Background: an optimization exercise with open tools, aiming at small area and a short achievable clock period. Do not read the settings as production practice.
At most, simulation tests tie the RTL to the original design; equivalence was not proved.
Power is estimated from default activity; no workload was simulated.

==> job 905: inputs <==
==> flow/design.v <==
`timescale 1ns/1ps
module fir_filter #(
    parameter DATA_WIDTH = 16,
    parameter TAPS       = 8
)(
    input  wire                      clk,
    input  wire                      rst,
    input  wire [DATA_WIDTH-1:0]     s_axis_tdata,
    input  wire                      s_axis_tvalid,
    output wire                      s_axis_tready,   
    input  wire                      s_axis_tlast,
    output reg  [DATA_WIDTH-1:0]     m_axis_tdata,
    output reg                       m_axis_tvalid,
    input  wire                      m_axis_tready,   
    output reg                       m_axis_tlast
);
    reg [15:0] s0, s1, t, r1, r2, r3, r4, r5, r6;
    reg       ready;
    reg [2:0] flush_count;
    assign s_axis_tready = ready;
    wire step = s_axis_tvalid | !ready;
    wire [15:0] x = ready ? s_axis_tdata : 16'd0;
    wire [15:0] y, nt, n1, n2, n3, n4, n5;
    fir_add3 #(15) a_y (.a(s0[14:0]), .b({s1[13:0], 1'b0}), .c(r1[15:1]), .s(y[15:1]));
    assign y[0] = r1[0];
    fir_add #(15) a_t (.a(s0[14:0]), .b(s0[15:1]), .s(nt[15:1]));
    assign nt[0] = s0[0];
    fir_add #(15) a_1 (.a(t[14:0]), .b(r2[15:1]), .s(n1[15:1]));
    assign n1[0] = r2[0];
    fir_add #(13) a_2 (.a(s1[12:0]), .b(r3[15:3]), .s(n2[15:3]));
    assign n2[2:0] = r3[2:0];
    fir_add #(15) a_3 (.a(t[14:0]), .b(r4[15:1]), .s(n3[15:1]));
    assign n3[0] = r4[0];
    fir_add #(14) a_4 (.a(s1[13:0]), .b(r5[15:2]), .s(n4[15:2]));
    assign n4[1:0] = r5[1:0];
    fir_add #(15) a_5 (.a(s1[14:0]), .b(r6[15:1]), .s(n5[15:1]));
    assign n5[0] = r6[0];
    always @(posedge clk) begin
        m_axis_tdata <= y;
        if (rst) begin
            s0 <= 0; s1 <= 0; t <= 0;
            r1 <= 0; r2 <= 0; r3 <= 0; r4 <= 0; r5 <= 0; r6 <= 0;
        end else if (step) begin
            s0 <= x;
            s1 <= s0;
            t  <= nt;
            r1 <= n1;
            r2 <= n2;
            r3 <= n3;
            r4 <= n4;
            r5 <= n5;
            r6 <= s1;
        end
        if (rst) begin
            m_axis_tvalid <= 0;
            m_axis_tlast  <= 0;
            ready         <= 1;
            flush_count   <= 0;
        end else begin
            m_axis_tvalid <= step;
            m_axis_tlast  <= !ready && flush_count == 0;
            if (ready) begin
                if (s_axis_tvalid && s_axis_tlast) begin
                    ready       <= 0;
                    flush_count <= 3'd7;
                end
            end else begin
                if (flush_count == 0)
                    ready <= 1;
                flush_count <= flush_count - 1'b1;
            end
        end
    end
endmodule
module fir_add #(
    parameter W = 16
)(
    input  wire [W-1:0] a,
    input  wire [W-1:0] b,
    output wire [W-1:0] s
);
    localparam L = $clog2(W);
    wire [W-1:0] g [0:L];
    wire [W-1:0] p [0:L];
    assign g[0] = a & b;
    assign p[0] = a ^ b;
    genvar l, i;
    generate
        for (l = 0; l < L; l = l + 1) begin : lvl
            for (i = 0; i < W; i = i + 1) begin : bt
                if ((i >> l) & 1) begin : merge
                    localparam integer J = ((i >> l) << l) - 1;
                    assign g[l+1][i] = g[l][i] | (p[l][i] & g[l][J]);
                    assign p[l+1][i] = p[l][i] & p[l][J];
                end else begin : pass
                    assign g[l+1][i] = g[l][i];
                    assign p[l+1][i] = p[l][i];
                end
            end
        end
    endgenerate
    assign s = p[0] ^ {g[L][W-2:0], 1'b0};
endmodule
module fir_add3 #(
    parameter W = 16
)(
    input  wire [W-1:0] a,
    input  wire [W-1:0] b,
    input  wire [W-1:0] c,
    output wire [W-1:0] s
);
    wire [W-1:0] hs = a ^ b ^ c;
    wire [W-1:0] hc = (a & b) | (a & c) | (b & c);
    fir_add #(W) add (.a(hs), .b({hc[W-2:0], 1'b0}), .s(s));
endmodule
==> flow/flow/run.sh <==
#!/bin/bash
# Standard ORFS layout, except: the port buffers are plain buffers (buf_2)
# instead of delay cells, the resizer may swap a cell for one of another
# footprint, and CTS adds no dummy loads to balance the clock tree.
# ORFS keeps each step's own log under orfs/logs; make's output goes to layout.log.
set -euo pipefail
cat >> config.mk <<'EOC'
export BUFFER_PORTS_ARGS = -buffer_cell sky130_fd_sc_hd__buf_2
export CTS_ARGS = -sink_clustering_enable -repair_clock_nets -dont_use_dummy_load -sink_clustering_size 30 -buf_list sky130_fd_sc_hd__clkbuf_8
EOC
bash standard.sh MATCH_CELL_FOOTPRINT=0 finish > layout.log 2>&1
==> flow/standard.sh <==
#!/bin/bash
# synth_recipe.tcl (not shown) runs the flow's synth.tcl, then flattens the netlist and writes it again
# the make line also repeats each setting of config.mk as NAME=value (left out here)
make -C /OpenROAD-flow-scripts/flow DESIGN_CONFIG=/design/flow/config.mk WORK_HOME=/design/flow/orfs CLKGATE_MAP_FILE= SYNTH_SCRIPT=/design/flow/synth_recipe.tcl "${@:-finish}"
==> flow/config.mk <==
export PLATFORM = sky130hd
export DESIGN_NAME = fir_filter
export DESIGN_NICKNAME = fir_filter
export VERILOG_FILES = /design/flow/design.v
export SDC_FILE = /design/flow/constraint.sdc
export NUM_CORES = 4
export LEC_CHECK = 0
export ABC_AREA = 1
export CAP_MARGIN = 20
export CELL_PAD_IN_SITES_DETAIL_PLACEMENT = 0
export CELL_PAD_IN_SITES_GLOBAL_PLACEMENT = 0
export CORE_MARGIN = 2
export CORE_UTILIZATION = 40
export GPL_ROUTABILITY_DRIVEN = 0
export SETUP_SLACK_MARGIN = 4.6
export SLEW_MARGIN = 20
export BUFFER_PORTS_ARGS = -buffer_cell sky130_fd_sc_hd__buf_2
export CTS_ARGS = -sink_clustering_enable -repair_clock_nets -dont_use_dummy_load -sink_clustering_size 30 -buf_list sky130_fd_sc_hd__clkbuf_8
==> flow/constraint.sdc <==
create_clock -name core_clock -period 7.0 [get_ports {clk}]
set_input_delay 1.4000 -clock core_clock [delete_from_list [all_inputs] [get_ports {clk}]]
set_output_delay 1.4000 -clock core_clock [all_outputs]
set_load 0.01 [all_outputs]
==> inputs of job 3824, as changes to job 905 <==
--- a/flow/design.v
+++ b/flow/design.v
@@ -15,11 +15,11 @@
     output reg                       m_axis_tlast
 );
     reg [15:0] s0, s1, t, r1, r2, r3, r4, r5, r6;
-    reg       ready;
+    reg       flushing;
     reg [2:0] flush_count;
-    assign s_axis_tready = ready;
-    wire step = s_axis_tvalid | !ready;
-    wire [15:0] x = ready ? s_axis_tdata : 16'd0;
+    assign s_axis_tready = !flushing;
+    wire step = s_axis_tvalid | flushing;
+    wire [15:0] x = flushing ? 16'd0 : s_axis_tdata;
     wire [15:0] y, nt, n1, n2, n3, n4, n5;
     fir_add3 #(15) a_y (.a(s0[14:0]), .b({s1[13:0], 1'b0}), .c(r1[15:1]), .s(y[15:1]));
     assign y[0] = r1[0];
@@ -54,19 +54,19 @@
         if (rst) begin
             m_axis_tvalid <= 0;
             m_axis_tlast  <= 0;
-            ready         <= 1;
+            flushing      <= 0;
             flush_count   <= 0;
         end else begin
             m_axis_tvalid <= step;
-            m_axis_tlast  <= !ready && flush_count == 0;
-            if (ready) begin
+            m_axis_tlast  <= flushing && flush_count == 0;
+            if (!flushing) begin
                 if (s_axis_tvalid && s_axis_tlast) begin
-                    ready       <= 0;
+                    flushing    <= 1;
                     flush_count <= 3'd7;
                 end
             end else begin
                 if (flush_count == 0)
-                    ready <= 1;
+                    flushing <= 0;
                 flush_count <= flush_count - 1'b1;
             end
         end
==> flow/run.sh (new file) <==
#!/bin/bash
# synth_recipe.tcl (not shown) runs the flow's synth.tcl, then flattens the netlist and writes it again
# the make line also repeats each setting of config.mk as NAME=value (left out here)
make -C /OpenROAD-flow-scripts/flow DESIGN_CONFIG=/design/flow/config.mk WORK_HOME=/design/flow/orfs CLKGATE_MAP_FILE= SYNTH_SCRIPT=/design/flow/synth_recipe.tcl finish
Settings changed: ABC_AREA 1 to unset, ABC_CLOCK_PERIOD_IN_PS set to 2500, BUFFER_PORTS_ARGS -buffer_cell sky130_fd_sc_hd__buf_2 to unset, CELL_PAD_IN_SITES_DETAIL_PLACEMENT 0 to unset, CELL_PAD_IN_SITES_GLOBAL_PLACEMENT 0 to unset, CTS_ARGS -sink_clustering_enable -repair_clock_nets -dont_use_dummy_load -sink_clustering_size 30 -buf_list sky130_fd_sc_hd__clkbuf_8 to unset, CTS_BUF_LIST set to sky130_fd_sc_hd__clkbuf_8, CTS_CLUSTER_SIZE set to 30, GPL_ROUTABILITY_DRIVEN 0 to unset, SETUP_SLACK_MARGIN 4.6 to 4.5.
removed: flow/flow/run.sh
removed: flow/standard.sh
==> inputs of job 7435, as changes to job 905 <==
--- a/flow/design.v
+++ b/flow/design.v
@@ -15,11 +15,11 @@
     output reg                       m_axis_tlast
 );
     reg [15:0] s0, s1, t, r1, r2, r3, r4, r5, r6;
-    reg       ready;
+    reg       flushing;
     reg [2:0] flush_count;
-    assign s_axis_tready = ready;
-    wire step = s_axis_tvalid | !ready;
-    wire [15:0] x = ready ? s_axis_tdata : 16'd0;
+    assign s_axis_tready = !flushing;
+    wire step = s_axis_tvalid | flushing;
+    wire [15:0] x = flushing ? 16'd0 : s_axis_tdata;
     wire [15:0] y, nt, n1, n2, n3, n4, n5;
     fir_add3 #(15) a_y (.a(s0[14:0]), .b({s1[13:0], 1'b0}), .c(r1[15:1]), .s(y[15:1]));
     assign y[0] = r1[0];
@@ -54,19 +54,19 @@
         if (rst) begin
             m_axis_tvalid <= 0;
             m_axis_tlast  <= 0;
-            ready         <= 1;
+            flushing      <= 0;
             flush_count   <= 0;
         end else begin
             m_axis_tvalid <= step;
-            m_axis_tlast  <= !ready && flush_count == 0;
-            if (ready) begin
+            m_axis_tlast  <= flushing && flush_count == 0;
+            if (!flushing) begin
                 if (s_axis_tvalid && s_axis_tlast) begin
-                    ready       <= 0;
+                    flushing    <= 1;
                     flush_count <= 3'd7;
                 end
             end else begin
                 if (flush_count == 0)
-                    ready <= 1;
+                    flushing <= 0;
                 flush_count <= flush_count - 1'b1;
             end
         end
==> flow/run.sh (new file) <==
#!/bin/bash
# synth_recipe.tcl (not shown) runs the flow's synth.tcl, then flattens the netlist and writes it again
# the make line also repeats each setting of config.mk as NAME=value (left out here)
make -C /OpenROAD-flow-scripts/flow DESIGN_CONFIG=/design/flow/config.mk WORK_HOME=/design/flow/orfs CLKGATE_MAP_FILE= SYNTH_SCRIPT=/design/flow/synth_recipe.tcl finish
Settings changed: ABC_AREA 1 to unset, ABC_CLOCK_PERIOD_IN_PS set to 2500, BUFFER_PORTS_ARGS -buffer_cell sky130_fd_sc_hd__buf_2 to unset, CELL_PAD_IN_SITES_DETAIL_PLACEMENT 0 to unset, CELL_PAD_IN_SITES_GLOBAL_PLACEMENT 0 to unset, CTS_ARGS -sink_clustering_enable -repair_clock_nets -dont_use_dummy_load -sink_clustering_size 30 -buf_list sky130_fd_sc_hd__clkbuf_8 to unset, CTS_BUF_LIST set to sky130_fd_sc_hd__clkbuf_8, CTS_CLUSTER_SIZE set to 30, GPL_ROUTABILITY_DRIVEN 0 to unset, SETUP_SLACK_MARGIN 4.6 to 5.
removed: flow/flow/run.sh
removed: flow/standard.sh
==> summary.md <==
| Metric | Value |
|---|---|
| Met3 Use GR | `0.02597` |
| WL/cell | `13.61 µm` |
| Multi-input gate area | `5707 µm²` |
| Vias | `7929` |
| Core area | `23610 µm²` |
| WP data arrival | `2.71 ns` |
| CP cell instances | `inv_2 -> fa_1 -> inv_2 -> ha_4 -> nand4_1 -> o21ai_2 -> inv_1 -> fa_2 -> inv_1` |
| Pin count of the biggest net entering global routing | `89` |
| DR vias/cell | `4.853` |
| Outcome | `no timing/DRC/antenna violations` |
| First-pass GRT wire length | `37730 µm` |
| CTS clock-pin slew for the worst setup and hold paths | `0.10 ns` |
(the above is from job 905)
==> summary.md <==
| Metric | Value |
|---|---|
| DR vias/cell | `5.464` |
| Row count | `56` |
| Outcome | `no timing/DRC/antenna violations` |
| Post-route design area | `14060 µm²` |
| Core area | `23470 µm²` |
| Multi-input gate area | `7296 µm²` |
| Simple-Gate Fraction of Synth Area | `0.1631` |
| WP data arrival | `2.98 ns` |
| Comb. pwr | `0.651 mW` |
| Met3 Use GR | `0.03474` |
| WL/cell | `18.72 µm` |
| Pin count of the biggest net entering global routing | `65` |
| CP cell instances | `buf_4 -> ha_4 -> fa_2 -> a211oi_4 -> o21ai_2 -> a21oi_2 -> nor2b_1 -> nor2_2 -> fa_2 -> a211oi_1` |
| First-pass GRT wire length | `45150 µm` |
| CTS clock-pin slew for the worst setup and hold paths | `0.09 ns` |
(the above is from job 7435)
==> summary.md <==
| Metric | Value |
|---|---|
| CP cell instances | `buf_12 -> ha_4 -> fa_2 -> a211oi_4 -> o21ai_2 -> a21oi_2 -> nor2b_1 -> nor2_1 -> fa_2 -> a211oi_2` |
| Met3 Use GR | `0.03265` |
| DR vias/cell | `5.266` |
| CTS clock-pin slew for the worst setup and hold paths | `0.09 ns` |
| Core area | `23470 µm²` |
| WP data arrival | `2.96 ns` |
| Multi-input gate area | `6213 µm²` |
| WL/cell | `15.16 µm` |
| Synth Area in Adders | `0.2010` |
| Vias | `7783` |
| Outcome | `no timing/DRC/antenna violations` |
(the above is from job 3824)
The RTL of job 3824 and job 7435 was laid out without a check of its function.

static timing again, ports no longer ideal:
The results above use ideal ports. As a check the final layouts listed here were re-extracted and re-timed, cells and wires unchanged.
Step 1, drivers: a clkbuf_16 drives clk and a buf_2 each remaining input, both assumed.
Step 2 moves the port delays by t, midway between the first and last clock arrival at a register: inputs arrive t later, outputs are due t later. That takes back most of the time a late clock gives input paths.
Slacks: no drivers / after step 1 / after step 2; pairs: no drivers / after step 1.
run | shift t [ns] | setup WS [ns] | clock arrival spread, ns | worst register clock-pin slew, ns | worst slew at a driven data input, ns
job 905 | 0.485 | 4.655 / 4.644 / 4.195 | 0.041 / 0.041 | 0.10 / 0.10 | 0.05
job 3824 | 0.504 | 4.431 / 4.431 / 4.146 | 0.022 / 0.021 | 0.10 / 0.10 | 0.05
job 7435 | 0.506 | 4.393 / 4.393 / 4.123 | 0.018 / 0.018 | 0.09 / 0.09 | 0.06
After both steps every run listed still meets setup and hold. The setup slack of job 905, which loses most, moves by -0.011 ns with the drivers and by -0.460 ns with both steps.
